Source: an optimization exercise on an open RTL-to-GDS flow (aim: small area). Production flows keep margins and buffers that such runs may drop. The RTL was checked by simulation tests, not by an equivalence proof against the original design. No run shown here takes its clock network from TritonCTS; it comes from the design's own scripts or RTL. The clock port is modelled as an ideal driver, which makes a skipped or thinned clock tree look cheaper than it is; a real chip needs a root buffer or a tree. Power figures rest on the tool's default switching activity, not on a simulated workload.

--- flow/flow/run.sh ---
#!/bin/bash
# Layout flow: the standard flow (standard.sh) with these changes.
#  - Synthesis is the standard flow's (synth_recipe.tcl and ORFS's synth.tcl), except that
#    ABC maps the logic with flow/area.abc (area-oriented mapping, &nf -a)
#    instead of ORFS's abc_speed.script; registers are unchanged.
#  - Synthesis also leaves out the half-adder cells: Yosys's extract_fa pass
#    otherwise turns every 2-input AND that shares inputs with an XOR into a
#    half adder, which ABC cannot map into smaller gates.
#  - Ports are buffered with buf_1 instead of the clkdlybuf4s50_1 that
#    buffer_ports picks by itself (same function, 3.8 um2 instead of 10 um2).
#  - The clock tree is built by flow/manual_cts.tcl (run as PRE_CTS_TCL) in
#    place of TritonCTS: 9 clkbuf_8 leaf buffers, each driving a balanced
#    k-means cluster of flip-flops, fed by 3 clkbuf_4 root buffers on the clock port.
#    Every flip-flop is two buffers from the port. TritonCTS's H-tree for this
#    design uses 17 clkbuf_8 buffers.
# Each tool's full output goes to a log file in this folder (flow_make.log,
# and ORFS's own logs under orfs/logs).
set -euo pipefail
WORK=$(pwd)

sed "/source \$::env(SCRIPTS_DIR)\/synth_preamble.tcl/a set abc_args [lreplace \$abc_args 1 1 $WORK/flow/area.abc]" \
    "$FLOW_HOME/scripts/synth.tcl" > "$WORK/synth_area.tcl"
sed "s|source \$::env(SCRIPTS_DIR)/synth.tcl|source $WORK/synth_area.tcl|" synth_recipe.tcl > "$WORK/synth_bench_area.tcl"
grep -q "flow/area.abc" "$WORK/synth_area.tcl"
grep -q "synth_area.tcl" "$WORK/synth_bench_area.tcl"

DONT_USE="sky130_fd_sc_hd__probe_p_8 sky130_fd_sc_hd__probec_p_8 sky130_fd_sc_hd__lpflow_bleeder_1 sky130_fd_sc_hd__lpflow_clkbufkapwr_1 sky130_fd_sc_hd__lpflow_clkbufkapwr_16 sky130_fd_sc_hd__lpflow_clkbufkapwr_2 sky130_fd_sc_hd__lpflow_clkbufkapwr_4 sky130_fd_sc_hd__lpflow_clkbufkapwr_8 sky130_fd_sc_hd__lpflow_clkinvkapwr_1 sky130_fd_sc_hd__lpflow_clkinvkapwr_16 sky130_fd_sc_hd__lpflow_clkinvkapwr_2 sky130_fd_sc_hd__lpflow_clkinvkapwr_4 sky130_fd_sc_hd__lpflow_clkinvkapwr_8 sky130_fd_sc_hd__lpflow_decapkapwr_12 sky130_fd_sc_hd__lpflow_decapkapwr_3 sky130_fd_sc_hd__lpflow_decapkapwr_4 sky130_fd_sc_hd__lpflow_decapkapwr_6 sky130_fd_sc_hd__lpflow_decapkapwr_8 sky130_fd_sc_hd__lpflow_inputiso0n_1 sky130_fd_sc_hd__lpflow_inputiso0p_1 sky130_fd_sc_hd__lpflow_inputiso1n_1 sky130_fd_sc_hd__lpflow_inputiso1p_1 sky130_fd_sc_hd__lpflow_inputisolatch_1 sky130_fd_sc_hd__lpflow_isobufsrc_1 sky130_fd_sc_hd__lpflow_isobufsrc_16 sky130_fd_sc_hd__lpflow_isobufsrc_2 sky130_fd_sc_hd__lpflow_isobufsrc_4 sky130_fd_sc_hd__lpflow_isobufsrc_8 sky130_fd_sc_hd__lpflow_isobufsrckapwr_16 sky130_fd_sc_hd__lpflow_lsbuf_lh_hl_isowell_tap_1 sky130_fd_sc_hd__lpflow_lsbuf_lh_hl_isowell_tap_2 sky130_fd_sc_hd__lpflow_lsbuf_lh_hl_isowell_tap_4 sky130_fd_sc_hd__lpflow_lsbuf_lh_isowell_4 sky130_fd_sc_hd__lpflow_lsbuf_lh_isowell_tap_1 sky130_fd_sc_hd__lpflow_lsbuf_lh_isowell_tap_2 sky130_fd_sc_hd__lpflow_lsbuf_lh_isowell_tap_4 sky130_fd_sc_hd__ha_1 sky130_fd_sc_hd__ha_2 sky130_fd_sc_hd__ha_4"
PORT_BUF="-inputs -outputs -buffer_cell sky130_fd_sc_hd__buf_1"
CTS="-sink_clustering_enable -repair_clock_nets -buf_list sky130_fd_sc_hd__clkbuf_8 -dont_use_dummy_load"

export CLK_LEAVES=9 CLK_ROOTS=3
export CLK_LEAF_BUF=sky130_fd_sc_hd__clkbuf_8 CLK_ROOT_BUF=sky130_fd_sc_hd__clkbuf_4
bash standard.sh "SYNTH_SCRIPT=$WORK/synth_bench_area.tcl" "DONT_USE_CELLS=$DONT_USE" \
    "CTS_ARGS=$CTS" "PRE_CTS_TCL=$WORK/flow/manual_cts.tcl" \
    "BUFFER_PORTS_ARGS=$PORT_BUF" finish > flow_make.log 2>&1
--- flow/flow/area.abc ---
&get -n
&st
&dc2
&dch -f
&nf -a -R 1000
&put
topo
stime -c
--- flow/flow/manual_cts.tcl ---
# Clock tree built by hand, sourced as PRE_CTS_TCL in place of TritonCTS
# (whose H-tree for this design has 17 buffers plus dummy loads).
# Two levels: the clock port drives CLK_ROOTS root buffers (CLK_ROOT_BUF), each
# root drives some of the CLK_LEAVES leaf buffers (CLK_LEAF_BUF), and each leaf
# drives a group of clock sinks. Groups come from k-means on the placed sink
# positions, with each group held to its fair share of the sinks, and each
# buffer is placed at the centre of what it drives. Every sink is two buffers
# from the port, so the tree is balanced.
set n_leaves $::env(CLK_LEAVES)
set n_roots $::env(CLK_ROOTS)

set block [ord::get_db_block]
set db [ord::get_db]
set clk_net [$block findNet clock]

# k-means on items {obj x y}; returns k groups (lists of items)
proc kmeans { items k } {
  # initial centres: items spread along x then y order
  set sorted [lsort -real -index 1 $items]
  set len [llength $sorted]
  set centres {}
  for { set i 0 } { $i < $k } { incr i } {
    set it [lindex $sorted [expr { ((2 * $i + 1) * $len) / (2 * $k) }]]
    lappend centres [list [lindex $it 1] [lindex $it 2]]
  }
  set groups {}
  for { set iter 0 } { $iter < 50 } { incr iter } {
    # assign items to the nearest centre that still has room, nearest pairs first
    set cap [expr { ($len + $k - 1) / $k }]
    set pairs {}
    set ii 0
    foreach s $items {
      set ci 0
      foreach c $centres {
        lappend pairs [list [expr { abs([lindex $s 1] - [lindex $c 0]) + abs([lindex $s 2] - [lindex $c 1]) }] $ii $ci]
        incr ci
      }
      incr ii
    }
    set new_groups {}
    set counts {}
    foreach c $centres { lappend new_groups {}; lappend counts 0 }
    set done {}
    foreach p [lsort -real -index 0 $pairs] {
      set ii [lindex $p 1]
      set ci [lindex $p 2]
      if { [dict exists $done $ii] } { continue }
      if { [lindex $counts $ci] >= $cap } { continue }
      dict set done $ii 1
      lset counts $ci [expr { [lindex $counts $ci] + 1 }]
      lset new_groups $ci [concat [lindex $new_groups $ci] [list [lindex $items $ii]]]
    }
    set groups {}
    set centres {}
    foreach g $new_groups {
      if { [llength $g] == 0 } { continue }
      lappend groups $g
      set sx 0.0
      set sy 0.0
      foreach s $g {
        set sx [expr { $sx + [lindex $s 1] }]
        set sy [expr { $sy + [lindex $s 2] }]
      }
      lappend centres [list [expr { $sx / [llength $g] }] [expr { $sy / [llength $g] }]]
    }
  }
  return $groups
}

# make a buffer driving the items' iterms, placed at their centre; returns {inst x y}
proc drive_group { name master_name g } {
  set block [ord::get_db_block]
  set master [[ord::get_db] findMaster $master_name]
  set sx 0.0
  set sy 0.0
  foreach s $g {
    set sx [expr { $sx + [lindex $s 1] }]
    set sy [expr { $sy + [lindex $s 2] }]
  }
  set cx [expr { int($sx / [llength $g]) }]
  set cy [expr { int($sy / [llength $g]) }]
  set buf [odb::dbInst_create $block $master $name]
  set net [odb::dbNet_create $block "${name}_net"]
  $net setSigType CLOCK
  $buf setLocation $cx $cy
  $buf setPlacementStatus PLACED
  foreach s $g {
    set it [lindex $s 0]
    $it disconnect
    $it connect $net
  }
  [$buf findITerm X] connect $net
  puts "manual_cts: $name ($master_name) at ($cx, $cy) drives [llength $g]"
  return [list [$buf findITerm A] $cx $cy]
}

set sinks {}
foreach it [$clk_net getITerms] {
  set loc [[$it getInst] getLocation]
  lappend sinks [list $it [lindex $loc 0] [lindex $loc 1]]
}
puts "manual_cts: [llength $sinks] clock sinks"

set leaves {}
set i 0
foreach g [kmeans $sinks $n_leaves] {
  lappend leaves [drive_group "clkbuf_leaf_$i" $::env(CLK_LEAF_BUF) $g]
  incr i
}
set i 0
foreach g [kmeans $leaves $n_roots] {
  set root [drive_group "clkbuf_root_$i" $::env(CLK_ROOT_BUF) $g]
  [lindex $root 0] connect $clk_net
  incr i
}

# TritonCTS is not run; the clock is propagated from here on.
proc clock_tree_synthesis { args } {
  puts "manual_cts: clock_tree_synthesis skipped"
  set_propagated_clock [all_clocks]
}
--- flow/standard.sh ---
#!/bin/bash
# synth_recipe.tcl (not shown) runs the flow's synth.tcl, then flattens the netlist and writes it again
# the make line also repeats each setting of config.mk as NAME=value (left out here)
make -C /OpenROAD-flow-scripts/flow DESIGN_CONFIG=/design/flow/config.mk WORK_HOME=/design/flow/orfs CLKGATE_MAP_FILE= SYNTH_SCRIPT=/design/flow/synth_recipe.tcl "${@:-finish}"
--- flow/config.mk ---
export PLATFORM = sky130hd
export DESIGN_NAME = KF76489
export DESIGN_NICKNAME = KF76489
export VERILOG_FILES = /design/flow/design.v
export SDC_FILE = /design/flow/constraint.sdc
export NUM_CORES = 4
export LEC_CHECK = 0
export CAP_MARGIN = 20
export CORE_MARGIN = 2
export CORE_UTILIZATION = 40
export SLEW_MARGIN = 20
--- flow/constraint.sdc ---
create_clock -name core_clock -period 6.0 [get_ports {clock}]
set_input_delay 1.2000 -clock core_clock [delete_from_list [all_inputs] [get_ports {clock}]]
set_output_delay 1.2000 -clock core_clock [all_outputs]
set_load 0.01 [all_outputs]
--- flow/design.v ---
module KF76489_Attenuation (
    input   logic   [3:0]   attenuation,
    input   logic           digital_in,
    output  logic   [5:0]   analog_out
);
    logic   [5:0]   level;
    wire    [15:0]  value = 16'd1 << attenuation;
    assign  level[0] = |(value & 16'h015A);
    assign  level[1] = |(value & 16'h3330);
    assign  level[2] = |(value & 16'h0A1B);
    assign  level[3] = |(value & 16'h00FC);
    assign  level[4] = |(value & 16'h5051);
    assign  level[5] = |(value & 16'h1414);
    assign  analog_out = digital_in ? level : 6'd0;
endmodule
module KF76489_Attenuation_Encode (
    input   logic   [3:0]   attenuation,
    output  logic   [3:0]   code
);
    wire    [15:0]  value = 16'd1 << attenuation;
    assign  code[0] = |(value & 16'hE2AA);
    assign  code[1] = |(value & 16'hD25C);
    assign  code[2] = |(value & 16'h83C7);
    assign  code[3] = |(value & 16'h99E8);
endmodule
module KF76489_Bus_Control_Logic (
    input   logic           clock,
    input   logic           reset,
    input   logic           CE_N,
    input   logic           WE_N,
    input   logic   [7:0]   D_IN,
    output  logic   [7:0]   internal_data_bus,
    output  logic           write_tone1_frequency_h,
    output  logic           write_tone1_frequency_l,
    output  logic           write_tone1_attenuation,
    output  logic           write_tone2_frequency_h,
    output  logic           write_tone2_frequency_l,
    output  logic           write_tone2_attenuation,
    output  logic           write_tone3_frequency_h,
    output  logic           write_tone3_frequency_l,
    output  logic           write_tone3_attenuation,
    output  logic           write_noise_control,
    output  logic           write_noise_attenuation
);
    logic           prev_write_enable_n;
    logic           write_flag;
    logic   [3:0]   stable_address;
    logic   [1:0]   latched_tone;
    always_ff @(posedge clock, posedge reset) begin
        if (reset)
            prev_write_enable_n <= 1'b1;
        else
            prev_write_enable_n <= CE_N | WE_N;
    end
    assign write_flag = ~prev_write_enable_n & WE_N;
    always_ff @(posedge clock)
        internal_data_bus   <= D_IN;
    assign  stable_address = internal_data_bus[3:0];
    always_ff @(posedge clock, posedge reset) begin
        if (reset)
            latched_tone <= 2'b00;
        else if (write_flag)
            latched_tone <= (stable_address[0] & ~stable_address[3]) ? ~stable_address[2:1] : 2'b00;
    end
    wire    latch_write = write_flag &  stable_address[0];
    wire    data_write  = write_flag & ~stable_address[0];
    assign  write_tone1_frequency_h = latch_write & (stable_address[3:1] == 3'b000);
    assign  write_tone1_frequency_l = data_write  & (latched_tone == 2'b11);
    assign  write_tone1_attenuation = latch_write & (stable_address[3:1] == 3'b100);
    assign  write_tone2_frequency_h = latch_write & (stable_address[3:1] == 3'b010);
    assign  write_tone2_frequency_l = data_write  & (latched_tone == 2'b01);
    assign  write_tone2_attenuation = latch_write & (stable_address[3:1] == 3'b110);
    assign  write_tone3_frequency_h = latch_write & (stable_address[3:1] == 3'b001);
    assign  write_tone3_frequency_l = data_write  & (latched_tone == 2'b10);
    assign  write_tone3_attenuation = latch_write & (stable_address[3:1] == 3'b101);
    assign  write_noise_control     = latch_write & (stable_address[3:1] == 3'b011);
    assign  write_noise_attenuation = latch_write & (stable_address[3:1] == 3'b111);
endmodule
module KF76489_Tone_Generator (
    input   logic           clock,
    input   logic           clock_enable,
    input   logic           reset,
    input   logic   [7:0]   internal_data_bus,
    input   logic   [3:0]   attenuation_code,
    input   logic           write_frequency_h,
    input   logic           write_frequency_l,
    input   logic           write_attenuation,
    output  logic           cycle_out,
    output  logic   [5:0]   analog_out
);
    logic   [9:0]   frequency_inv;       
    logic   [3:0]   attenuation;
    always_ff @(posedge clock, posedge reset) begin
        if (reset)
            frequency_inv           <= 10'h000;
        else if (write_frequency_h)
            frequency_inv[3:0]      <= {internal_data_bus[4], internal_data_bus[5],
                                        internal_data_bus[6], internal_data_bus[7]};
        else if (write_frequency_l)
            frequency_inv[9:4]      <= {internal_data_bus[2], internal_data_bus[3],
                                        internal_data_bus[4], internal_data_bus[5],
                                        internal_data_bus[6], internal_data_bus[7]};
    end
    always_ff @(posedge clock, posedge reset) begin
        if (reset)
            attenuation     <= 4'hF;
        else if (write_attenuation)
            attenuation     <= attenuation_code;
    end
    logic   [9:0]   count;
    logic   [9:0]   borrow;
    wire            expired = ~|count[9:1];
    wire            reload  = clock_enable & expired;
    assign  borrow[0] = clock_enable;
    always_comb
        for (int i = 0; i < 9; i++)
            borrow[i + 1] = borrow[i] & ~count[i];
    always_ff @(posedge clock, posedge reset) begin
        if (reset)
            count           <= 10'h2;
        else
            count           <= reload ? frequency_inv : count ^ borrow;
    end
    logic           digital_out;
    always_ff @(posedge clock, posedge reset) begin
        if (reset)
            digital_out     <= 1'b0;
        else
            digital_out     <= digital_out ^ reload;
    end
    always_ff @(posedge clock)
        cycle_out           <= reload;
    KF76489_Attenuation u_Attenuation (
        .attenuation        (attenuation),
        .digital_in         (digital_out),
        .analog_out         (analog_out)
    );
endmodule
module KF76489_Noise_Generator (
    input   logic           clock,
    input   logic           clock_enable,
    input   logic           reset,
    input   logic   [7:0]   internal_data_bus,
    input   logic   [3:0]   attenuation_code,
    input   logic           write_noise_control,
    input   logic           write_noise_attenuation,
    input   logic           ext_noise_gen,
    output  logic   [5:0]   analog_out
);
    logic           feedback;
    logic   [1:0]   shift_rate;
    logic   [3:0]   attenuation;
    always_ff @(posedge clock, posedge reset) begin
        if (reset) begin
            feedback            <= 1'b0;
            shift_rate          <= 2'b00;
        end
        else if (write_noise_control) begin
            feedback            <= internal_data_bus[5];
            shift_rate          <= internal_data_bus[7:6];
        end
    end
    always_ff @(posedge clock, posedge reset) begin
        if (reset)
            attenuation         <= 4'hF;
        else if (write_noise_attenuation)
            attenuation         <= attenuation_code;
    end
    logic   [3:0]   divider_count;
    logic   [3:1]   tap;
    always_ff @(posedge clock, posedge reset) begin
        if (reset)
            divider_count       <= 4'h0;
        else if (clock_enable)
            divider_count       <= divider_count + 4'h1;
    end
    wire    tap0_en = &divider_count & clock_enable;
    wire    tap1_en = tap0_en & ~tap[1];
    wire    tap2_en = tap1_en & ~tap[2];
    wire    tap3_en = tap2_en & ~tap[3];
    always_ff @(posedge clock, posedge reset) begin
        if (reset)
            tap                 <= 3'b000;
        else
            tap                 <= tap ^ {tap2_en, tap1_en, tap0_en};
    end
    logic   shift;
    always_comb begin
        case (shift_rate)
            2'b00:   shift  = tap1_en;
            2'b10:   shift  = tap2_en;
            2'b01:   shift  = tap3_en;
            default: shift  = ext_noise_gen;
        endcase
    end
    logic   [14:0]  shift_register;
    always_ff @(posedge clock, posedge reset) begin
        if (reset)
            shift_register      <= 15'b100000000000000;
        else if (write_noise_control)
            shift_register      <= 15'b100000000000000;
        else if (shift)
            shift_register      <= {(feedback & shift_register[4]) ^ shift_register[0], shift_register[14:1]};
    end
    wire    noise = shift_register[0];
    KF76489_Attenuation u_Attenuation (
        .attenuation        (attenuation),
        .digital_in         (noise),
        .analog_out         (analog_out)
    );
endmodule
module KF76489 (
    input   logic           clock,
    input   logic           clock_enable,
    input   logic           reset,
    input   logic           CE_N,
    input   logic           WE_N,
    input   logic   [7:0]   D_IN,
    output  logic           READY,
    output  logic   [7:0]   AOUT
);
    logic   [3:0]   clock_divider_count;
    logic           divided_clock_en;
    logic   [7:0]   internal_data_bus;
    logic           write_tone1_frequency_h;
    logic           write_tone1_frequency_l;
    logic           write_tone1_attenuation;
    logic           write_tone2_frequency_h;
    logic           write_tone2_frequency_l;
    logic           write_tone2_attenuation;
    logic           write_tone3_frequency_h;
    logic           write_tone3_frequency_l;
    logic           write_tone3_attenuation;
    logic           write_noise_control;
    logic           write_noise_attenuation;
    logic           ext_noise_gen;
    logic   [5:0]   tone1_aout;
    logic   [5:0]   tone2_aout;
    logic   [5:0]   tone3_aout;
    logic   [5:0]   noise_aout;
    logic   [3:0]   attenuation_code;
    KF76489_Bus_Control_Logic u_Bus_Control_Logic (
        .clock                      (clock),
        .reset                      (reset),
        .CE_N                       (CE_N),
        .WE_N                       (WE_N),
        .D_IN                       (D_IN),
        .internal_data_bus          (internal_data_bus),
        .write_tone1_frequency_h    (write_tone1_frequency_h),
        .write_tone1_frequency_l    (write_tone1_frequency_l),
        .write_tone1_attenuation    (write_tone1_attenuation),
        .write_tone2_frequency_h    (write_tone2_frequency_h),
        .write_tone2_frequency_l    (write_tone2_frequency_l),
        .write_tone2_attenuation    (write_tone2_attenuation),
        .write_tone3_frequency_h    (write_tone3_frequency_h),
        .write_tone3_frequency_l    (write_tone3_frequency_l),
        .write_tone3_attenuation    (write_tone3_attenuation),
        .write_noise_control        (write_noise_control),
        .write_noise_attenuation    (write_noise_attenuation)
    );
    KF76489_Attenuation_Encode u_Attenuation_Encode (
        .attenuation                (internal_data_bus[7:4]),
        .code                       (attenuation_code)
    );
    always_ff @(posedge clock, posedge reset) begin
        if (reset) begin
            clock_divider_count <= 4'h0;
            divided_clock_en    <= 1'b0;
        end
        else if (clock_enable) begin
            clock_divider_count <= clock_divider_count + 4'h1;
            divided_clock_en    <= (&clock_divider_count) ? 1'b1 : 1'b0;
        end
        else begin
            clock_divider_count <= clock_divider_count;
            divided_clock_en    <= 1'b0;
        end
    end
    KF76489_Tone_Generator u_Tone1 (
        .clock                      (clock),
        .clock_enable               (divided_clock_en),
        .reset                      (reset),
        .internal_data_bus          (internal_data_bus),
        .attenuation_code           (attenuation_code),
        .write_frequency_h          (write_tone1_frequency_h),
        .write_frequency_l          (write_tone1_frequency_l),
        .write_attenuation          (write_tone1_attenuation),
        .analog_out                 (tone1_aout)
    );
    KF76489_Tone_Generator u_Tone2 (
        .clock                      (clock),
        .clock_enable               (divided_clock_en),
        .reset                      (reset),
        .internal_data_bus          (internal_data_bus),
        .attenuation_code           (attenuation_code),
        .write_frequency_h          (write_tone2_frequency_h),
        .write_frequency_l          (write_tone2_frequency_l),
        .write_attenuation          (write_tone2_attenuation),
        .analog_out                 (tone2_aout)
    );
    KF76489_Tone_Generator u_Tone3 (
        .clock                      (clock),
        .clock_enable               (divided_clock_en),
        .reset                      (reset),
        .internal_data_bus          (internal_data_bus),
        .attenuation_code           (attenuation_code),
        .write_frequency_h          (write_tone3_frequency_h),
        .write_frequency_l          (write_tone3_frequency_l),
        .write_attenuation          (write_tone3_attenuation),
        .cycle_out                  (ext_noise_gen),
        .analog_out                 (tone3_aout)
    );
    KF76489_Noise_Generator u_Noise (
        .clock                      (clock),
        .clock_enable               (divided_clock_en),
        .reset                      (reset),
        .internal_data_bus          (internal_data_bus),
        .attenuation_code           (attenuation_code),
        .write_noise_control        (write_noise_control),
        .write_noise_attenuation    (write_noise_attenuation),
        .ext_noise_gen              (ext_noise_gen),
        .analog_out                 (noise_aout)
    );
    logic           prev_ce_n;
    logic           negedge_ce_n;
    logic   [4:0]   wait_count;
    always_ff @(posedge clock, posedge reset) begin
        if (reset)
            prev_ce_n   <= 1'b1;
        else
            prev_ce_n   <= CE_N;
    end
    assign  negedge_ce_n = prev_ce_n & ~CE_N;
    always_ff @(posedge clock) begin
        if (negedge_ce_n)
            wait_count  <= 5'b00000;
        else if (clock_enable & ~&wait_count)
            wait_count  <= wait_count + 5'd1;
        else
            wait_count  <= wait_count;
    end
    always_ff @(posedge clock, posedge reset) begin
        if (reset)
            READY       <= 1'b1;
        else if (CE_N & WE_N)
            READY       <= 1'b1;
        else if (negedge_ce_n)
            READY       <= 1'b0;
        else if (clock_enable & &wait_count[4:1])
            READY       <= 1'b1;
        else
            READY       <= READY;
    end
    logic   [5:0]   csa_s1;
    logic   [6:0]   csa_c1;
    logic   [5:0]   csa_s2;
    logic   [6:0]   csa_c2;
    logic   [6:0]   row_a;
    logic   [6:0]   row_b;
    logic   [7:0]   cpa_c;
    logic   [7:0]   mix;
    always_comb begin
        csa_c1[0] = 1'b0;
        csa_c2[0] = 1'b0;
        for (int i = 0; i < 6; i++) begin
            csa_s1[i]     = tone1_aout[i] ^ tone2_aout[i] ^ tone3_aout[i];
            csa_c1[i + 1] = (tone1_aout[i] & tone2_aout[i]) | (tone1_aout[i] & tone3_aout[i]) | (tone2_aout[i] & tone3_aout[i]);
            csa_s2[i]     = csa_s1[i] ^ noise_aout[i] ^ csa_c1[i];
            csa_c2[i + 1] = (csa_s1[i] & noise_aout[i]) | (csa_s1[i] & csa_c1[i]) | (noise_aout[i] & csa_c1[i]);
        end
        row_a    = {csa_c1[6], csa_s2};
        row_b    = {csa_c2[6:1], 1'b0};
        cpa_c[0] = 1'b0;
        for (int i = 0; i < 7; i++) begin
            mix[i]       = row_a[i] ^ row_b[i] ^ cpa_c[i];
            cpa_c[i + 1] = (row_a[i] & row_b[i]) | (row_a[i] & cpa_c[i]) | (row_b[i] & cpa_c[i]);
        end
        mix[7] = cpa_c[7];
    end
    always_ff @(posedge clock, posedge reset) begin
        if (reset)
            AOUT <= 8'h00;
        else
            AOUT <= mix;
    end
endmodule
==> impl_results.md, run 1 <==
- Reg2reg end: AOUT[6]
- Tcrit/Tclk final: 0.708
- Final Max Slew Viols: 0
- Static Leak: 2.78 nW
- Routability congestion estimate: 0.847
- Area delta synth->final: 8.17%
- Crit. End Element: flip-flop
- Initial antenna violation count: 0
- Syn_nets: 585
- Maximum clock rate: 235 MHz
- CP startpoint: u_Tone1.attenuation[2]
- Sequential share of the synthesized area: 0.565
- Top area cells in the synthesized netlist: dfrtp_1 42%, dfstp_2 10%, fa_1 5.4%, mux2_1 5.1%, o21ai_0 4.9%
- Worst Hold Class: flip-flop to flip-flop
- Die width: 126 um
- Post-synth ARST share: 0.897
- Post-Syn Instances: 556
- Startpoint Class: flip-flop
- Initial core utilization: 0.410
- Commonest non-fill, non-tap cell in the layout: dfrtp_1
- Status: complete, no violations
- RR Startpoint: u_Tone1.attenuation[2]
- CP cell instances: nor2_1 > nor3b_1 > fa_1 > fa_1 > nand2_1 > fa_1 > fa_1 > fa_1 > fa_1 > clkinv_1 > fa_1
- CORE AREA: 14,500 um2
- Power density cells: 340 nW/um2
- Most frequent cells in the layout: 99 x dfrtp_1, 68 x nor2_1, 68 x nand2_1
- Final setup TNS: 0 ps
- Vias in the first global route: 3,998
- RSZ-0062 raised after global routing: false
- Worst Setup Path Type: flip-flop to flip-flop
- Xor/xnor cell area share of the yosys netlist: 0.0368
- IO Port Bufs: 21
- Hold_buf cts: 0
- Share of cells above drive strength 1: 0.0676
- Max stage delay on crit path: 600 ps
- R2R Setup Slk: 1750 ps
- Initial DRC count: 227
- R2R cell count: 11
- Max Fanout on Critical Path: 8
- FF+latch count, synth: 136
- Main synth FF type: dfrtp_1
- Simple-Gate Fraction of Synth Area: 0.156
- Largest area contributor in the netlist: dfrtp_1
- Hold slack: 463 ps
- Arrival time worst endpoint: 4460 ps
- Clk pin slew, worst setup/hold paths: 90 ps
- Die footprint: 15,900 um2
- Critical Path Slowest Stage Cell: dfstp_2
- Clock Skew: 40.3 ps
- Total grt overflow: 0
- Endpoints failing hold: 0
- Cell variety after synth: 39
- Die Y: 126 um
- Critical Path Sink: AOUT[6]
- FP Rows: 44
- Initial DRT Pass Iterations: 4
- WL/cell: 14.3 um
- DP HPWL: 7790 um
- DR vias: 4,011
- Vias per cell: 5.17
- Post-route ant nets: 0
- Syn Area/Cell: 10.7 um2
- Data required, critical path: 6220 ps
- Largest net degree at the start of global routing: 68
- I/O pin cnt: 22
- CP most frequent cell: fa_1
- Synthesized-area fraction occupied by adder cells: 0.0538
- Slew headroom: 0.355
- EDFF count, synth: 0
- Max Cap Viol: 0
- Slew @ Worst Pin: 965 ps
- Wirelength, routed: 11,100 um
- # setup viols final: 0
- Postcts setup bufs: 0
- Antenna cells: 0
- Synth warnings: 4
- Fin nets: 623
- Remaining routing DRC violations: 0
- Synth top area share: 0.416
- Post-layout min period: 4250 ps
- Global-route wire length before repair: 19,300 um
- Largest family of logic cells by synthesized area: simple AND/OR/NAND/NOR gates
- Total GRT Usage: 0.142
- Multiplexer area fraction after synthesis: 0.0527
- Maximum VDD drop: 0.000201 V
- Synth Cell Area: 5950 um2
- Post-CTS Resized: 0
- Synth Area in Compound Gates: 0.126
- Clk Latency, worst-skew pair: 360 ps
==> stage by stage <==
stage	power [W]	instances	worst slack (ps)	area [um2]	util
2_1_floorplan	0.00166	556	1900	5950	-
3_3_place_gp	0.00176	764	1780	6290	0.433
6_report	0.00219	776	1750	6440	0.443
4_1_cts	0.00222	776	1710	6440	0.443
3_5_place_dp	0.00179	764	1760	6290	0.433
5_1_grt	0.00235	776	1580	6440	0.443
==> power breakdown <==
part | switching [W] | internal [W] | leakage, nW
clock network | 0.000263 | 0.000160 | 0.0785
registers | 0.000179 | 0.00114 | 1.67
logic | 0.000236 | 0.000217 | 1.04
total | 0.000678 | 0.00151 | 2.78
==> worst max-delay path: cells and delay by family (launching register included) <==
kind	cells	cell delay, ps
AND/OR/NAND/NOR	3	450
adder cells (fa/ha/maj)	7	3000
flip-flops	1	600
buffers and inverters	1	70
==> routing by layer <==
layer	GRT usage	wire length, um	up-vias
met4	0.0304	251	0
li1	-	-	2000
met5	0	0	-
met1	0.206	5410	1934
met2	0.235	5130	58
met3	0.0119	345	19
==> registers in the layout, indices dropped and copies added (netlist names), 3 cells and up <==
register                               cells
u_Tone1.attenuation                        4
u_Noise.attenuation                        4
u_Tone3.count                             10
u_Tone2.count                             10
u_Tone3.frequency_inv                     10
wait_count                                 5
u_Noise.tap                                3
AOUT                                       8
u_Tone1.frequency_inv                     10
u_Tone2.attenuation                        4
u_Tone1.count                             10
clock_divider_count                        4
u_Tone3.attenuation                        4
u_Bus_Control_Logic.internal_data_bus      8
u_Noise.shift_register                    15
u_Noise.divider_count                      4
u_Tone2.frequency_inv                     10
==> cells by family (layout without fill, tap and decap cells) <==
kind of cell	after synthesis	count (layout)
adders and majority gates	16	16
xor gates and xnor gates	25	25
buffers and inverters	16	52
and+or+nand+nor	204	204
muxes	28	28
DFF	136	136
AOI/OAI and AO/OA	131	131
==> Yosys cell counts, types with 5 or more instances <==
master	count
nand3_1	10
nor2_1	68
fa_1	16
dfxtp_1	14
o21a_1	5
a31oi_1	12
a21oi_1	36
nor4_1	5
nand2_1	68
nor3_1	9
xnor2_1	14
xor2_1	11
clkinv_1	16
nor3b_1	5
o21ai_0	58
nor2b_1	10
dfstp_2	23
mux2_1	27
dfrtp_1	99
and3_1	5
or3_1	9
==> final cells by class <==
class	instances	area [um2]
repair buffers	24	101
flip-flops and latches	136	3360
fillers	1390	8090
well taps	184	230
multi-input cells	404	2540
plain buffers	12	146
inverters	16	62.6
==> how the worst min path moves through the flow <==
stage | from | end | depth (start not counted)
3_5_place_dp | u_Tone3.frequency_inv[6] | u_Tone3.count[6] | 2
2_1_floorplan | u_Tone1.frequency_inv[9] | u_Tone1.count[9] | 2
3_3_place_gp | u_Noise.tap[2] | u_Noise.tap[2] | 1
5_1_grt | u_Noise.divider_count[3] | u_Noise.divider_count[3] | 1
6_report | u_Tone2.frequency_inv[0] | u_Tone2.count[0] | 2
4_1_cts | u_Tone2.frequency_inv[0] | u_Tone2.count[0] | 2
==> inputs of run 2 (changes only) <==
--- a/flow/flow/run.sh
+++ b/flow/flow/run.sh
@@ -12,3 +12,4 @@
 #    place of TritonCTS: 9 clkbuf_8 leaf buffers, each driving a balanced
-#    k-means cluster of flip-flops, fed by 3 clkbuf_4 root buffers on the clock port.
+#    k-means cluster of flip-flops, fed by one clkbuf_8 root buffer on the
+#    clock port.
 #    Every flip-flop is two buffers from the port. TritonCTS's H-tree for this
@@ -30,4 +31,4 @@
 
-export CLK_LEAVES=9 CLK_ROOTS=3
-export CLK_LEAF_BUF=sky130_fd_sc_hd__clkbuf_8 CLK_ROOT_BUF=sky130_fd_sc_hd__clkbuf_4
+export CLK_LEAVES=9 CLK_ROOTS=1
+export CLK_LEAF_BUF=sky130_fd_sc_hd__clkbuf_8 CLK_ROOT_BUF=sky130_fd_sc_hd__clkbuf_8
 bash standard.sh "SYNTH_SCRIPT=$WORK/synth_bench_area.tcl" "DONT_USE_CELLS=$DONT_USE" \
==> run 2 against run 1 <==
Still clean. Design area decreased by 0.14%. Fmax about the same. Hold slack improved by 20 ps. Combinational power about the same. Highest routed layer unchanged.
==> impl_results.md, run 2 <==
- Synth Area in Compound Gates: 0.126 (unchanged)
- Die Y: 126 um (unchanged)
- Tcrit/Tclk final: 0.708 (about the same)
- Share of cells above drive strength 1: 0.0644 (-0.00316)
- Largest area contributor in the netlist: dfrtp_1
- CP startpoint: u_Tone1.attenuation[2]
- Total GRT Usage: 0.142 (-0.000182)
- Initial DRC count: 196 (-14%)
- Antenna cells: 0 (unchanged)
- Max stage delay on crit path: 600 ps (about the same)
- FF+latch count, synth: 136 (unchanged)
- Int Pwr: 0.00150 W (-0.62%)
- Final setup TNS: 0 ps (unchanged)
- Main synth FF type: dfrtp_1
- Synthesized-area fraction occupied by adder cells: 0.0538 (unchanged)
- Vias per cell: 5.16 (-0.22%)
- Switching share of power: 0.312 (+0.00209)
- Syn_nets: 585 (unchanged)
- WL/cell: 14.4 um (+0.21%)
- Part of the power in combinational logic: 0.207 (about the same)
- Pre-CTS WS: 1760 ps (unchanged)
- Commonest non-fill, non-tap cell in the layout: dfrtp_1
- Power density cells: 339 nW/um2 (-0.19%)
- IO Port Bufs: 21 (unchanged)
- Syn Area/Cell: 10.7 um2 (unchanged)
- Max Cap Viol: 0 (unchanged)
- Register Area: 3360 um2 (unchanged)
- Static Leak: 2.77 nW (-0.24%)
- Die width: 126 um (unchanged)
- Count leader, synth: dfrtp_1
- Total grt overflow: 0 (unchanged)
- Design Power: 0.00218 W (-0.32%)
- Most frequent cells in the layout: 99 x dfrtp_1, 68 x nor2_1, 68 x nand2_1
- Arrival time worst endpoint: 4520 ps (+60 ps)
- Wirelength, routed: 11,100 um (about the same)
- Biggest register: u_Noise.shift_register
- Worst Hold Class: flip-flop to flip-flop
- Post-synth top cells: 99 x dfrtp_1, 68 x nand2_1, 68 x nor2_1, 58 x o21ai_0, 36 x a21oi_1
- Hold_buf cts: 0 (unchanged)
- Critical Path Sink: AOUT[6]
- # setup viols final: 0 (unchanged)
- Slew @ Worst Pin: 958 ps (-7.08 ps)
- Routability congestion estimate: 0.847 (unchanged)
- CP cell instances: nor2_1 > nor3b_1 > fa_1 > fa_1 > nand2_1 > fa_1 > fa_1 > fa_1 > fa_1 > clkinv_1 > fa_1
- Area delta synth->final: 8.03%
- Fillers: 1,391 (+0.072%)
- Largest family of logic cells by synthesized area: simple AND/OR/NAND/NOR gates
- Vias in the first global route: 3,981 (-0.43%)
- R2R Setup Slk: 1750 ps (about the same)
- Startpoint Class: flip-flop
- Sequential share of the synthesized area: 0.565 (unchanged)
- Crit. End Element: flip-flop
- Post-layout min period: 4250 ps (-1.05 ps)
- Synth warnings: 4 (unchanged)
- Simple-Gate Fraction of Synth Area: 0.156 (unchanged)
- I/O pin cnt: 22 (unchanged)
- Data required, critical path: 6280 ps (+60 ps)
- Switch Pwr: 0.000680 W (+0.35%)
- RR Startpoint: u_Tone1.attenuation[2]
- FP Rows: 44 (unchanged)
- Endpoints failing hold: 0 (unchanged)
- Critical Path Slowest Stage Cell: dfstp_2
- Global-route wire length before repair: 19,200 um (-0.21%)
- RSZ-0062 raised after global routing: false
- R2R cell count: 11 (unchanged)
- Xor/xnor cell area share of the yosys netlist: 0.0368 (unchanged)
- Sequential share of power: 0.602 (+0.002)
- Post-route design area: 6430 um2 (-0.14%)
- Post-CTS Resized: 0 (unchanged)
- Post-route ant nets: 0 (unchanged)
- Max reg flops: 15 (unchanged)
- Max Fanout on Critical Path: 8 (unchanged)
- Clk pwr share: 0.191 (-0.002)
- Maximum VDD drop: 0.000200 V (-0.80%)
- CORE AREA: 14,500 um2 (unchanged)
- Synth top area share: 0.416 (unchanged)
- Fin nets: 621 (-0.32%)
- Initial antenna violation count: 0 (unchanged)
- Multiplexer area fraction after synthesis: 0.0527 (unchanged)
- Post-Syn Instances: 556 (unchanged)
- Die footprint: 15,900 um2 (unchanged)
- Initial core utilization: 0.410 (unchanged)
- Final Max Slew Viols: 0 (unchanged)
- Area after DPL: 6290 um2 (unchanged)
- DP HPWL: 7790 um (unchanged)
- Synth Cell Area: 5950 um2 (unchanged)
- Reg2reg end: AOUT[6]
- Slew headroom: 0.356 (+0.00120)
- Status: complete, no violations
- Clk pin slew, worst setup/hold paths: 90 ps (about the same)
- Post-synth ARST share: 0.897 (unchanged)
- Worst Setup Path Type: flip-flop to flip-flop
- Cell variety after synth: 39 (unchanged)
- Postcts setup bufs: 0 (unchanged)
- Largest net degree at the start of global routing: 68 (unchanged)
- CP most frequent cell: fa_1
- Initial DRT Pass Iterations: 4 (unchanged)
- Clk Latency, worst-skew pair: 400 ps (+40 ps)
- DR vias: 3,992 (-0.47%)
- Top area cells in the synthesized netlist: dfrtp_1 42%, dfstp_2 10%, fa_1 5.4%, mux2_1 5.1%, o21ai_0 4.9%
- Remaining routing DRC violations: 0 (unchanged)
- Maximum clock rate: 235 MHz (about the same)
- Final core occ: 0.443 (-0.000603)
- Multi-input logic area: 2540 um2 (unchanged)
- Final Worst Setup Slack: 1750 ps (+1.05 ps)
- EDFF count, synth: 0 (unchanged)
- Clock Skew: 16.7 ps (-23.6 ps)
run 2: cell counts after synthesis:
Identical to the previous run, type by type.
run 2: routing by layer:
layer / up-vias / track usage / part of all wire
met5: - / 0 / 0
met2: 65 / 0.235 / 0.46
met1: 1918 / 0.206 / 0.49
met3: 15 / 0.0140 / 0.034
li1: 1994 / - / -
met4: 0 / 0.0259 / 0.016
run 2: cell type report:
class | instances | area share
Buffer | 10 | 0.0214
Inverter | 16 | 0.00973
Multi-Input combinational cell | 404 | 0.395
Sequential cell | 136 | 0.523
Tap cell | 184 | 0.0358
Timing Repair Buffer | 24 | 0.0158
run 2: power by group through the flow:
stage / Combinational [W] / Clock (W) / Sequential, W
after CTS: 0.000464 / 0.000441 / 0.00131
final: 0.000452 / 0.000416 / 0.00131
after detailed placement: 0.000464 / 0 / 0.00133
after global placement: 0.000445 / 0 / 0.00131
after floorplan: 0.000369 / 0 / 0.00129
after global routing: 0.000529 / 0.000472 / 0.00134
run 2: critical path: cells and delay by family (launching register included):
kind          cells  cell delay [ps]
buf+inv           1               70
simple gates      3              450
flops             1              600
fa+ha+maj         7             3000
run 2: worst min-delay path by stage:
stage / from / to / slack, ps / depth (start not counted)
2_1_floorplan: u_Tone1.frequency_inv[9] / u_Tone1.count[9] / 440 / 2
3_3_place_gp: u_Noise.tap[2] / u_Noise.tap[2] / 460 / 1
3_5_place_dp: u_Tone3.frequency_inv[6] / u_Tone3.count[6] / 470 / 2
4_1_cts: u_Noise.tap[2] / u_Noise.tap[2] / 480 / 1
5_1_grt: u_Noise.divider_count[3] / u_Noise.divider_count[3] / 510 / 1
6_report: u_Noise.tap[2] / u_Noise.tap[2] / 480 / 1
run 2: cell families (layout without fill, tap and decap cells):
kind of cell,after synthesis,count (layout)
buffers and inverters,16,50
adders and majority gates,16,16
AOI/OAI and AO/OA,131,131
xor gates and xnor gates,25,25
and+or+nand+nor,204,204
muxes,28,28
DFF,136,136
run 2: metrics by stage:
stage          std cells  hold slack, ps
6_report             774             483
5_1_grt              774             509
4_1_cts              774             485
3_5_place_dp         764             469
3_3_place_gp         764             459
2_1_floorplan        556             442
==> inputs of run 3 (changes only) <==
--- a/flow/design.v
+++ b/flow/design.v
@@ -7,8 +7,8 @@
     wire    [15:0]  value = 16'd1 << attenuation;
-    assign  level[0] = |(value & 16'h015A);
-    assign  level[1] = |(value & 16'h3330);
-    assign  level[2] = |(value & 16'h0A1B);
-    assign  level[3] = |(value & 16'h00FC);
-    assign  level[4] = |(value & 16'h5051);
-    assign  level[5] = |(value & 16'h1414);
+    assign  level[0] = |(value & 16'h5A80);
+    assign  level[1] = |(value & 16'h0CCC);
+    assign  level[2] = |(value & 16'hD850);
+    assign  level[3] = |(value & 16'h3F00);
+    assign  level[4] = |(value & 16'h8A0A);
+    assign  level[5] = |(value & 16'h2828);
     assign  analog_out = digital_in ? level : 6'd0;
@@ -20,6 +20,6 @@
     wire    [15:0]  value = 16'd1 << attenuation;
-    assign  code[0] = |(value & 16'hE2AA);
-    assign  code[1] = |(value & 16'hD25C);
-    assign  code[2] = |(value & 16'h83C7);
-    assign  code[3] = |(value & 16'h99E8);
+    assign  code[0] = |(value & 16'h1D55);
+    assign  code[1] = |(value & 16'h2DA3);
+    assign  code[2] = |(value & 16'h7C38);
+    assign  code[3] = |(value & 16'h6617);
 endmodule
@@ -105,3 +105,3 @@
         if (reset)
-            attenuation     <= 4'hF;
+            attenuation     <= 4'h0;
         else if (write_attenuation)
@@ -164,3 +164,3 @@
         if (reset)
-            attenuation         <= 4'hF;
+            attenuation         <= 4'h0;
         else if (write_noise_attenuation)
==> run 3 against run 2 <==
Clock skew increased by 2.7 ps. Sequential power about the same. Setup slack improved by 110 ps. Clock power decreased by 1%. Register-to-register slack improved by 110 ps. Power decreased by 5.9%. Critical endpoint unchanged. Highest routed layer unchanged.
==> impl_results.md, run 3 <==
- Status: complete, no violations
- Arrival time worst endpoint: 4420 ps (-100 ps)
- Post-synth top cells: 115 x dfrtp_1, 73 x nand2_1, 62 x nor2_1, 50 x o21ai_0, 39 x a21oi_1
- Slew @ Worst Pin: 849 ps (-109 ps)
- Clk pin slew, worst setup/hold paths: 100 ps (about the same)
- Post-layout min period: 4140 ps (-112 ps)
- Final core occ: 0.441 (-0.00155)
- Main synth FF type: dfrtp_1
- RSZ-0062 raised after global routing: false
- CP most frequent cell: fa_1
- Die Y: 126 um (-0.12%)
- Final Worst Setup Slack: 1860 ps (+112 ps)
- WL/cell: 14.2 um (-1.4%)
- Global-route wire length before repair: 18,700 um (-2.6%)
- Max Fanout on Critical Path: 6 (-2)
- Hold slack: 483 ps (-0.264 ps)
- Tcrit/Tclk final: 0.689 (-0.0186)
- Final Non-Filler Cells: 774 (unchanged)
- Total GRT Usage: 0.138 (-0.00384)
- Synth Cell Area: 5940 um2 (-0.25%)
- Clk Latency, worst-skew pair: 410 ps (about the same)
- IO Port Bufs: 21 (unchanged)
- Syn Area/Cell: 10.7 um2 (-0.43%)
- CORE AREA: 14,500 um2 (unchanged)
- Die footprint: 15,800 um2 (-0.25%)
- Placed cell count: 764 (unchanged)
- Area delta synth->final: 7.92% (about the same)
- Postcts setup bufs: 0 (unchanged)
- Vias per cell: 5.24 (+1.6%)
- Initial antenna violation count: 0 (unchanged)
- Synthesized-area fraction occupied by adder cells: 0.0539 (+0.000136)
- Worst Setup Path Type: flip-flop to flip-flop
- Multiplexer area fraction after synthesis: 0.0664 (+0.0136)
- Post-route ant nets: 0 (unchanged)
- Antenna cells: 0 (unchanged)
- Critical Path Slowest Stage Cell: fa_1
- Synth warnings: 4 (unchanged)
- Vias in the first global route: 3,902 (-2.0%)
- Post-synth ARST share: 0.897 (unchanged)
- Slew headroom: 0.431 (+0.0748)
- Worst Hold Class: flip-flop to flip-flop
- Share of cells above drive strength 1: 0.0356 (-0.0288)
- # setup viols final: 0 (unchanged)
- Post-CTS Resized: 0 (unchanged)
- Final setup TNS: 0 ps (unchanged)
- Max Cap Viol: 0 (unchanged)
- Commonest non-fill, non-tap cell in the layout: dfrtp_1
- Static Leak: 2.82 nW (+1.6%)
- Power density cells: 321 nW/um2 (-5.5%)
- DP HPWL: 7650 um (-1.8%)
- Crit. End Element: flip-flop
- Largest family of logic cells by synthesized area: simple AND/OR/NAND/NOR gates
- Sequential share of the synthesized area: 0.563 (-0.00194)
- FF+latch count, synth: 136 (unchanged)
- FP Rows: 44 (unchanged)
- Routability congestion estimate: 0.810 (-4.4%)
- Startpoint Class: flip-flop
- Wirelength, routed: 11,000 um (-1.4%)
- Maximum clock rate: 242 MHz (+2.7%)
- Initial DRC count: 175 (-11%)
- Top area cells in the synthesized netlist: dfrtp_1 48%, mux2_1 6.6%, fa_1 5.4%, dfxtp_1 4.7%, nand2_1 4.6%
- Initial DRT Pass Iterations: 4 (unchanged)
- Total grt overflow: 0 (unchanged)
- Post-Syn Instances: 557 (+0.18%)
- Initial core utilization: 0.409 (-0.00103)
- Syn_nets: 586 (+0.17%)
- Endpoints failing hold: 0 (unchanged)
- Register Area: 3340 um2 (-0.60%)
- Multi-input logic area: 2520 um2 (-0.54%)
- Maximum VDD drop: 0.000238 V (+19%)
- Synth Area in Compound Gates: 0.119 (-0.00706)
- Clock Skew: 19.4 ps (+2.69 ps)
- Count leader, synth: dfrtp_1
- EDFF count, synth: 0 (unchanged)
- Remaining routing DRC violations: 0 (unchanged)
- Max reg flops: 15 (unchanged)
- Fin nets: 621 (unchanged)
- I/O pin cnt: 22 (unchanged)
- DR vias: 4,055 (+1.6%)
- Synth top area share: 0.485 (+0.0685)
- Largest area contributor in the netlist: dfrtp_1
- Xor/xnor cell area share of the yosys netlist: 0.0324 (-0.00433)
- Data required, critical path: 6290 ps (about the same)
- Biggest register: u_Noise.shift_register
- Fillers: 1,415 (+1.7%)
- CP cell instances: and3_1 > o21a_1 > fa_1 > clkinv_1 > fa_1 > fa_1 > fa_1 > fa_1 > fa_1 > clkinv_1 > fa_1
- Final Max Slew Viols: 0 (unchanged)
- Max stage delay on crit path: 540 ps (-60 ps)
- Pre-CTS WS: 1850 ps (+93.2 ps)
- Most frequent cells in the layout: 115 x dfrtp_1, 73 x nand2_1, 62 x nor2_1
- Simple-Gate Fraction of Synth Area: 0.153 (-0.00361)
- Die width: 126 um (-0.12%)
- Hold_buf cts: 0 (unchanged)
- Largest net degree at the start of global routing: 66 (-2.9%)
- Cell variety after synth: 35 (-10%)
-- run 3: metal layers --
metal,vias up,track usage,routed length [um]
li1,1981,-,-
met1,1989,0.197,5260
met2,73,0.233,5130
met3,12,0.0161,417
met4,0,0.0220,172
met5,-,0,0
-- run 3: logic make-up after synthesis --
| kind of cell | after synthesis |
|---|---|
| AO/OA/AOI/OAI | 125 |
| XOR/XNOR | 22 |
| adder cells (fa/ha/maj) | 16 |
| buffers and inverters | 21 |
| flip-flops | 136 |
| multiplexers | 35 |
| AND/OR/NAND/NOR | 202 |
-- run 3: power breakdown --
part	switching (W)	total, W	internal, W	leakage (nW)
combinational	0.000184	0.000356	0.000172	1.03
clock	0.000262	0.000412	0.000150	0.0719
sequential	0.000171	0.00129	0.00112	1.71
total	0.000617	0.00205	0.00144	2.82
-- run 3: worst paths after layout --
path | startpoint | to | slack, ps | depth (start not counted)
worst max-delay path | u_Tone1.attenuation[1] | AOUT[6] | 1860 | 11
worst min-delay path | u_Noise.divider_count[3] | u_Noise.divider_count[3] | 480 | 1
worst max register to register | u_Tone1.attenuation[1] | AOUT[6] | 1860 | 11
worst min register to register | u_Noise.divider_count[3] | u_Noise.divider_count[3] | 480 | 1
max in group asynchronous | reset | u_Tone1.frequency_inv[9] | 3840 | 3
min in group asynchronous | reset | u_Noise.shift_register[11] | 930 | 2
-- run 3: area by class of cell --
cell class              count  area share
repair buffers             23      0.0146
inverters                  21      0.0127
multi-input cells         400       0.394
flip-flops and latches    136       0.521
well taps                 184      0.0359
plain buffers              10      0.0215
-- run 3: stage by stage --
stage               instance area [um2]  total power, W
floorplan                          5940         0.00155
global placement                   6270         0.00164
detailed placement                 6270         0.00166
CTS                                6410         0.00208
global route                       6410         0.00220
finish                             6410         0.00205
-- run 3: worst max-delay path, delay by kind of cell, from the launching register on --
family / cells / cell delay (ps)
adders and majority gates: 7 / 3030
DFF: 1 / 440
and+or+nand+nor: 1 / 200
AOI/OAI and AO/OA: 1 / 190
buffers and inverters: 2 / 150
==> inputs of run 4 (changes only) <==
--- a/flow/flow/run.sh
+++ b/flow/flow/run.sh
@@ -11,7 +11,7 @@
 #  - The clock tree is built by flow/manual_cts.tcl (run as PRE_CTS_TCL) in
-#    place of TritonCTS: 9 clkbuf_8 leaf buffers, each driving a balanced
-#    k-means cluster of flip-flops, fed by one clkbuf_8 root buffer on the
-#    clock port.
-#    Every flip-flop is two buffers from the port. TritonCTS's H-tree for this
-#    design uses 17 clkbuf_8 buffers.
+#    place of TritonCTS: 9 inv_8 leaf inverters, each driving a balanced
+#    k-means cluster of flip-flops, fed by one inv_8 root inverter on the
+#    clock port. Every flip-flop is two inverters from the port, so its clock
+#    is not inverted. TritonCTS's H-tree for this design uses 17 clkbuf_8
+#    buffers.
 # Each tool's full output goes to a log file in this folder (flow_make.log,
@@ -31,4 +31,4 @@
 
-export CLK_LEAVES=9 CLK_ROOTS=1
-export CLK_LEAF_BUF=sky130_fd_sc_hd__clkbuf_8 CLK_ROOT_BUF=sky130_fd_sc_hd__clkbuf_8
+export CLK_LEAVES=7 CLK_ROOTS=1
+export CLK_LEAF_BUF=sky130_fd_sc_hd__inv_8 CLK_ROOT_BUF=sky130_fd_sc_hd__inv_8
 bash standard.sh "SYNTH_SCRIPT=$WORK/synth_bench_area.tcl" "DONT_USE_CELLS=$DONT_USE" \
--- a/flow/flow/manual_cts.tcl
+++ b/flow/flow/manual_cts.tcl
@@ -7,3 +7,4 @@
 # buffer is placed at the centre of what it drives. Every sink is two buffers
-# from the port, so the tree is balanced.
+# from the port, so the tree is balanced. The "buffers" may be inverters: with
+# two on every path the clock at the flip-flops is not inverted.
 set n_leaves $::env(CLK_LEAVES)
@@ -91,3 +92,8 @@
   }
-  [$buf findITerm X] connect $net
+  # output pin: X for a buffer, Y for an inverter
+  set out [$buf findITerm X]
+  if { $out == "NULL" || $out == "" } {
+    set out [$buf findITerm Y]
+  }
+  $out connect $net
   puts "manual_cts: $name ($master_name) at ($cx, $cy) drives [llength $g]"
@@ -116,2 +122,8 @@
 
+# The tree may be built of inverters (an even number on every path); they
+# must stay as placed, so ORFS's cloning of clock inverters is skipped too.
+proc repair_clock_inverters { args } {
+  puts "manual_cts: repair_clock_inverters skipped"
+}
+
 # TritonCTS is not run; the clock is propagated from here on.
==> run 4 against run 3 <==
Die area stayed put. Core utilization is 0.33 points lower. Routed wire length shrank 0.60%. Fmax increased by 0.21%. Sequential share of layout area rose by 0.39 points. Combinational power about the same. Sequential power about the same. Power decreased by 2.5%. Hold slack got worse by 0.66 ps. Clock skew decreased by 8.7 ps. Synthesized cell count stayed put. Critical path depth did not move. Largest power group unchanged.
==> impl_results.md, run 4 <==
- Vias per cell: 5.21 (-0.53%)
- CP cell instances: and3_1 > o21a_1 > fa_1 > clkinv_1 > fa_1 > fa_1 > fa_1 > fa_1 > fa_1 > clkinv_1 > fa_1
- RSZ-0062 raised after global routing: false
- Wirelength, routed: 10,900 um (-0.60%)
- Max Fanout on Critical Path: 6 (unchanged)
- FP Rows: 44 (unchanged)
- Post-route ant nets: 0 (unchanged)
- Cell variety after synth: 35 (unchanged)
- Commonest non-fill, non-tap cell in the layout: dfrtp_1
- Post-synth top cells: 115 x dfrtp_1, 73 x nand2_1, 62 x nor2_1, 50 x o21ai_0, 39 x a21oi_1
- Syn_nets: 586 (unchanged)
- Count leader, synth: dfrtp_1
- Pre-CTS WS: 1850 ps (unchanged)
- Post-Syn Instances: 557 (unchanged)
- Postcts setup bufs: 0 (unchanged)
- Worst Setup Path Type: flip-flop to flip-flop
- Synth top area share: 0.485 (unchanged)
- FF+latch count, synth: 136 (unchanged)
- Data required, critical path: 6090 ps (-200 ps)
- Total grt overflow: 0 (unchanged)
- Die Y: 126 um (unchanged)
- WL/cell: 14.1 um (-0.34%)
- Met1 Resource Use GR: 0.199 (+0.00218)
- Main synth FF type: dfrtp_1
- IO Port Bufs: 21 (unchanged)
- Die width: 126 um (unchanged)
- Die footprint: 15,800 um2 (unchanged)
- CP most frequent cell: fa_1
- Met3 Use GR: 0.0136 (-0.00255)
- Post-layout min period: 4130 ps (-8.84 ps)
- Fin nets: 619 (-0.32%)
- Hold slack: 482 ps (-0.659 ps)
- Final Worst Setup Slack: 1870 ps (+8.84 ps)
- Max Cap Viol: 0 (unchanged)
- Total GRT Usage: 0.138 (+0.000353)
- Slew headroom: 0.427 (-0.00359)
- Syn Area/Cell: 10.7 um2 (unchanged)
- Most frequent cells in the layout: 115 x dfrtp_1, 73 x nand2_1, 62 x nor2_1
- EDFF count, synth: 0 (unchanged)
- Hold-critical path depth: 1 (unchanged)
- Worst Hold Path EP: u_Noise.divider_count[3]
- Slew @ Worst Pin: 854 ps (+5.36 ps)
- Startpoint Class: flip-flop
- Worst Hold Class: flip-flop to flip-flop
- Routability congestion estimate: 0.810 (unchanged)
- # setup viols final: 0 (unchanged)
- DR vias: 4,023 (-0.79%)
- Sequential share of the synthesized area: 0.563 (unchanged)
- Static Leak: 2.79 nW (-0.83%)
- Final setup TNS: 0 ps (unchanged)
- Status: complete, no violations
- Remaining routing DRC violations: 0 (unchanged)
- Initial antenna violation count: 0 (unchanged)
- Design Power: 0.00200 W (-2.5%)
- Top Family by Delay on Critical Path: adder cells
- Biggest register: u_Noise.shift_register
- R2R cell count: 11 (unchanged)
- Share of cells above drive strength 1: 0.0323 (-0.00328)
- Maximum VDD drop: 0.000140 V (-41%)
- CP startpoint: u_Tone1.attenuation[1]
- Synth Cell Area: 5940 um2 (unchanged)
- Power density cells: 315 nW/um2 (-1.8%)
- Final Max Slew Viols: 0 (unchanged)
- Max reg flops: 15 (unchanged)
- Antenna cells: 0 (unchanged)
- CP Buf/Inv Count: 2 (unchanged)
- Synth warnings: 4 (unchanged)
- Critical Path Slowest Stage Cell: fa_1
- Arrival time worst endpoint: 4220 ps (-200 ps)
- Initial core utilization: 0.409 (unchanged)
- Endpoints failing hold: 0 (unchanged)
- Maximum clock rate: 242 MHz (+0.21%)
- Area delta synth->final: 7.12%
- CORE AREA: 14,500 um2 (unchanged)
- RR Startpoint: u_Tone1.attenuation[1]
- Max stage delay on crit path: 540 ps (about the same)
- I/O pin cnt: 22 (unchanged)
- Global-route wire length before repair: 18,700 um (+0.19%)
- Largest net degree at the start of global routing: 66 (unchanged)
- Initial DRC count: 185 (+5.7%)
- GRT met2 Usage: 0.236 (+0.00223)
- Largest area contributor in the netlist: dfrtp_1
- Fillers: 1,424 (+0.64%)
- Crit. End Element: flip-flop
- Top area cells in the synthesized netlist: dfrtp_1 48%, mux2_1 6.6%, fa_1 5.4%, dfxtp_1 4.7%, nand2_1 4.6%
- Busiest layer in global routing: met2
- Tcrit/Tclk final: 0.688 (-0.00147)
- Initial DRT Pass Iterations: 4 (unchanged)
- Clk Latency, worst-skew pair: 210 ps (-200 ps)
- Clock Skew: 10.7 ps (-8.69 ps)
- Clk pin slew, worst setup/hold paths: 100 ps (about the same)
- R2R Setup Slk: 1870 ps (about the same)
- Post-CTS Resized: 0 (unchanged)
- DP HPWL: 7650 um (unchanged)
- Area after DPL: 6270 um2 (unchanged)
- Post-synth ARST share: 0.897 (unchanged)
- Vias in the first global route: 3,921 (+0.49%)
- Hold_buf cts: 0 (unchanged)
- Reg2reg end: AOUT[6]
- Hold_sp: u_Noise.divider_count[3]
- Post-route design area: 6360 um2 (-0.74%)
-- run 4: cell counts after synthesis --
No cell type changed its count.
-- run 4: per-layer routing --
metal,vias up,wire length (um)
li1,1983,-
met1,1985,5330
met2,44,5070
met3,11,360
met4,0,150
met5,-,0
-- run 4: per-stage QoR --
| stage | utilization | instances |
|---|---|---|
| 2_1_floorplan | - | 557 |
| 3_3_place_gp | 0.432 | 764 |
| 3_5_place_dp | 0.432 | 764 |
| 4_1_cts | 0.438 | 772 |
| 5_1_grt | 0.438 | 772 |
| 6_report | 0.438 | 772 |
-- run 4: layout make-up --
type                       count  area, um2  area share
multi-input combinational    400       2520       0.397
timing repair buffer          23       93.8      0.0147
inverter                      29        171      0.0269
sequential                   136       3340       0.525
tap                          184        230      0.0362
-- run 4: worst register-to-register path: cells and delay by family, from the launching register on --
family / cells / cell delay (ps)
buffers and inverters: 2 / 150
adders and majority gates: 7 / 3040
and+or+nand+nor: 1 / 200
DFF: 1 / 440
AOI/OAI and AO/OA: 1 / 190
-- run 4: cells by family after synthesis --
kind of cell    synth area share
fa+ha+maj                 0.0539
compound gates             0.119
mux                       0.0664
buf+inv                   0.0133
xor+xnor                  0.0324
flops                      0.563
simple gates               0.153
-- run 4: worst max path at each step --
stage                           endpoint  slack [ps]  depth (start not counted)
5_1_grt                          AOUT[6]        1700                         11
3_3_place_gp                     AOUT[6]        1890                         11
3_5_place_dp                     AOUT[6]        1850                         11
4_1_cts                          AOUT[6]        1850                         11
2_1_floorplan  u_Noise.shift_register[0]        1900                          6
6_report                         AOUT[6]        1870                         11
-- run 4: power by group --
part	total [W]	switching, W	leakage, nW	internal, W
sequential	0.00129	0.000171	1.71	0.00112
clock	0.000360	0.000312	0.0484	0.0000481
combinational	0.000356	0.000184	1.03	0.000172
total	0.00200	0.000668	2.79	0.00134
==> inputs of run 5 (changes only) <==
--- a/flow/flow/run.sh
+++ b/flow/flow/run.sh
@@ -31,3 +31,3 @@
 
-export CLK_LEAVES=7 CLK_ROOTS=1
+export CLK_LEAVES=9 CLK_ROOTS=1
 export CLK_LEAF_BUF=sky130_fd_sc_hd__inv_8 CLK_ROOT_BUF=sky130_fd_sc_hd__inv_8
==> run 5 against run 4 <==
Sequential share of layout area shrank 0.19 points. Still clean. Design area rose by 0.35%. Combinational power hardly changed. Critical path depth unchanged. Clock skew increased by 5.9 ps. Register-to-register slack about the same.
==> impl_results.md, run 5 <==
- Status: complete, no violations
- EDFF count, synth: 0 (unchanged)
- FF+latch count, synth: 136 (unchanged)
- Final setup TNS: 0 ps (unchanged)
- Int Pwr: 0.00135 W (+0.78%)
- Sequential share of the synthesized area: 0.563 (unchanged)
- Largest area contributor in the netlist: dfrtp_1
- Arrival time worst endpoint: 4230 ps (about the same)
- Initial DRC count: 197 (+6.5%)
- Post-CTS Resized: 0 (unchanged)
- Clk pwr share: 0.191 (+0.011)
- Post-synth top cells: 115 x dfrtp_1, 73 x nand2_1, 62 x nor2_1, 50 x o21ai_0, 39 x a21oi_1
- Final Max Slew Viols: 0 (unchanged)
- Tcrit/Tclk final: 0.689 (+0.000760)
- Worst Hold Class: flip-flop to flip-flop
- Die Y: 126 um (unchanged)
- Maximum clock rate: 242 MHz (-0.11%)
- Worst Setup Path Type: flip-flop to flip-flop
- Main synth FF type: dfrtp_1
- Power density cells: 318 nW/um2 (+1.1%)
- Slew @ Worst Pin: 861 ps (+7.08 ps)
- FP Rows: 44 (unchanged)
- Cell variety after synth: 35 (unchanged)
- Pre-CTS WS: 1850 ps (unchanged)
- IO Port Bufs: 21 (unchanged)
- Global-route wire length before repair: 18,600 um (-0.55%)
- Sequential share of power: 0.633 (-0.009)
- Clk pin slew, worst setup/hold paths: 90 ps (about the same)
- Reg2reg end: AOUT[6]
- Final Worst Setup Slack: 1870 ps (-4.56 ps)
- Maximum VDD drop: 0.000201 V (+43%)
- Total GRT Usage: 0.138 (-0.000730)
- Hold-critical path depth: 1 (unchanged)
- Switching share of power: 0.338 (+0.00434)
- Initial antenna violation count: 0 (unchanged)
- Synth Cell Area: 5940 um2 (unchanged)
- Part of the power in combinational logic: 0.176 (-0.002)
- Max reg flops: 15 (unchanged)
- Synth warnings: 4 (unchanged)
- RSZ-0062 raised after global routing: false
- Data required, critical path: 6100 ps (about the same)
- Share of cells above drive strength 1: 0.0356 (+0.00328)
- Startpoint Class: flip-flop
- Die width: 126 um (unchanged)
- Largest net degree at the start of global routing: 66 (unchanged)
- Max Cap Viol: 0 (unchanged)
- Clock Skew: 16.6 ps (+5.92 ps)
- CORE AREA: 14,500 um2 (unchanged)
- I/O pin cnt: 22 (unchanged)
- Most frequent cells in the layout: 115 x dfrtp_1, 73 x nand2_1, 62 x nor2_1
- Endpoints failing hold: 0 (unchanged)
- Slew headroom: 0.423 (-0.00475)
- Hold_sp: u_Noise.divider_count[3]
- Post-layout min period: 4130 ps (+4.56 ps)
- DP HPWL: 7650 um (unchanged)
- Clk Latency, worst-skew pair: 220 ps (about the same)
- Wirelength, routed: 10,900 um (about the same)
- RR Startpoint: u_Tone1.attenuation[1]
- Biggest register: u_Noise.shift_register
- Initial core utilization: 0.409 (unchanged)
- Switch Pwr: 0.000686 W (+2.8%)
- Die footprint: 15,800 um2 (unchanged)
- Fillers: 1,423 (-0.070%)
- Design Power: 0.00203 W (+1.4%)
- Top area cells in the synthesized netlist: dfrtp_1 48%, mux2_1 6.6%, fa_1 5.4%, dfxtp_1 4.7%, nand2_1 4.6%
- Hold slack: 481 ps (-1.39 ps)
- Total grt overflow: 0 (unchanged)
- Fin nets: 621 (+0.32%)
- Routability congestion estimate: 0.810 (unchanged)
- Hold_buf cts: 0 (unchanged)
- Worst Hold Path EP: u_Noise.divider_count[3]
- Postcts setup bufs: 0 (unchanged)
- Static Leak: 2.81 nW (+0.43%)
- Initial DRT Pass Iterations: 4 (unchanged)
- Post-Syn Instances: 557 (unchanged)
- R2R cell count: 11 (unchanged)
- Count leader, synth: dfrtp_1
- WL/cell: 14.1 um (-0.25%)
- Area delta synth->final: 7.50%
- Vias in the first global route: 3,900 (-0.54%)
- Placed cell count: 764 (unchanged)
- Commonest non-fill, non-tap cell in the layout: dfrtp_1
- Syn_nets: 586 (unchanged)
- R2R Setup Slk: 1870 ps (about the same)
- Synth top area share: 0.485 (unchanged)
- Post-synth ARST share: 0.897 (unchanged)
- Max Fanout on Critical Path: 6 (unchanged)
- DR vias: 4,058 (+0.87%)
- Post-route ant nets: 0 (unchanged)
- Syn Area/Cell: 10.7 um2 (unchanged)
- Final Non-Filler Cells: 774 (+0.26%)
- Remaining routing DRC violations: 0 (unchanged)
- Antenna cells: 0 (unchanged)
- # setup viols final: 0 (unchanged)
- Crit. End Element: flip-flop
- Vias per cell: 5.24 (+0.61%)
[run 5: cell counts after synthesis]
Identical to the previous run, type by type.
[run 5: how the worst max path moves through the flow]
stage | startpoint | end | slack (ps)
6_report | u_Tone1.attenuation[1] | AOUT[6] | 1870
5_1_grt | u_Tone1.attenuation[3] | AOUT[6] | 1700
4_1_cts | u_Tone1.attenuation[1] | AOUT[6] | 1850
3_5_place_dp | u_Tone1.attenuation[1] | AOUT[6] | 1850
3_3_place_gp | u_Tone1.attenuation[3] | AOUT[6] | 1890
2_1_floorplan | WE_N | u_Noise.shift_register[0] | 1900
[run 5: critical path, stage by stage (launching register included)]
cell and delay, ps:
dfrtp_1 430, and3_1 200, o21a_1 190, fa_1 540, clkinv_1 80, fa_1 500
fa_1 450, fa_1 390, fa_1 380, fa_1 370, clkinv_1 70, fa_1 400
[run 5: routing by layer]
layer  vias to the layer above  share of wire  global-route usage  wire, um
met1                      2002           0.48               0.196      5240
met4                         0          0.020              0.0271       215
li1                       1989              -                   -         -
met2                        51           0.47               0.234      5130
met3                        16          0.030              0.0110       327
met5                         -              0                   0         0
[run 5: cell families (layout without fill, tap and decap cells)]
kind of cell | Yosys count | count (layout) | synth area share
xor+xnor | 22 | 22 | 0.0324
mux | 35 | 35 | 0.0664
flops | 136 | 136 | 0.563
simple gates | 202 | 202 | 0.153
compound gates | 125 | 125 | 0.119
fa+ha+maj | 16 | 16 | 0.0539
buf+inv | 21 | 54 | 0.0133
[run 5: power groups by stage]
| stage | combinational (W) | clock (W) | sequential [W] |
|---|---|---|---|
| finish | 0.000357 | 0.000389 | 0.00129 |
| global route | 0.000412 | 0.000446 | 0.00132 |
| CTS | 0.000364 | 0.000410 | 0.00128 |
| detailed placement | 0.000362 | 0 | 0.00130 |
| global placement | 0.000346 | 0 | 0.00129 |
| floorplan | 0.000288 | 0 | 0.00126 |
[run 5: layout make-up]
| class | count | area [um2] | area share |
|---|---|---|---|
| well taps | 184 | 230 | 0.0361 |
| flip-flops and latches | 136 | 3340 | 0.523 |
| inverters | 31 | 194 | 0.0304 |
| multi-input cells | 400 | 2520 | 0.395 |
| repair buffers | 23 | 93.8 | 0.0147 |
[run 5: through the flow]
stage          area, um2   util
2_1_floorplan       5940      -
3_3_place_gp        6270  0.432
3_5_place_dp        6270  0.432
4_1_cts             6380  0.439
5_1_grt             6380  0.439
6_report            6380  0.439

[afterwards: timing with drivers on the ports]
Ports are ideal in the flow. The routed layouts listed here were re-timed in OpenROAD. Step 1 assumes that a clkbuf_16 drives the clock port and a buf_2 every other input. Step 2 also shifts input and output timing later by t, the mid clock arrival at the registers, as if the neighbouring blocks saw the same clock. Slacks: no drivers / after step 1 / after step 2; pairs: no drivers / after step 1.
| run | shift t [ns] | setup WS [ns] | worst setup path at the end | worst register clock-pin slew, ns | pins driven straight from the clock port |
|---|---|---|---|---|---|
| run 1 | 0.379 | 1.751 / 1.751 / 1.751 | register to register | 0.11 / 0.11 | 3 |
| run 2 | 0.425 | 1.752 / 1.752 / 1.752 | register to register | 0.11 / 0.11 | 1 |
| run 3 | 0.435 | 1.864 / 1.864 / 1.864 | register to register | 0.10 / 0.10 | 1 |
| run 4 | 0.251 | 1.873 / 1.873 / 1.873 | register to register | 0.10 / 0.10 | 1 |
| run 5 | 0.264 | 1.868 / 1.868 / 1.868 | register to register | 0.09 / 0.09 | 1 |
After both steps setup and hold are still met in every run listed.
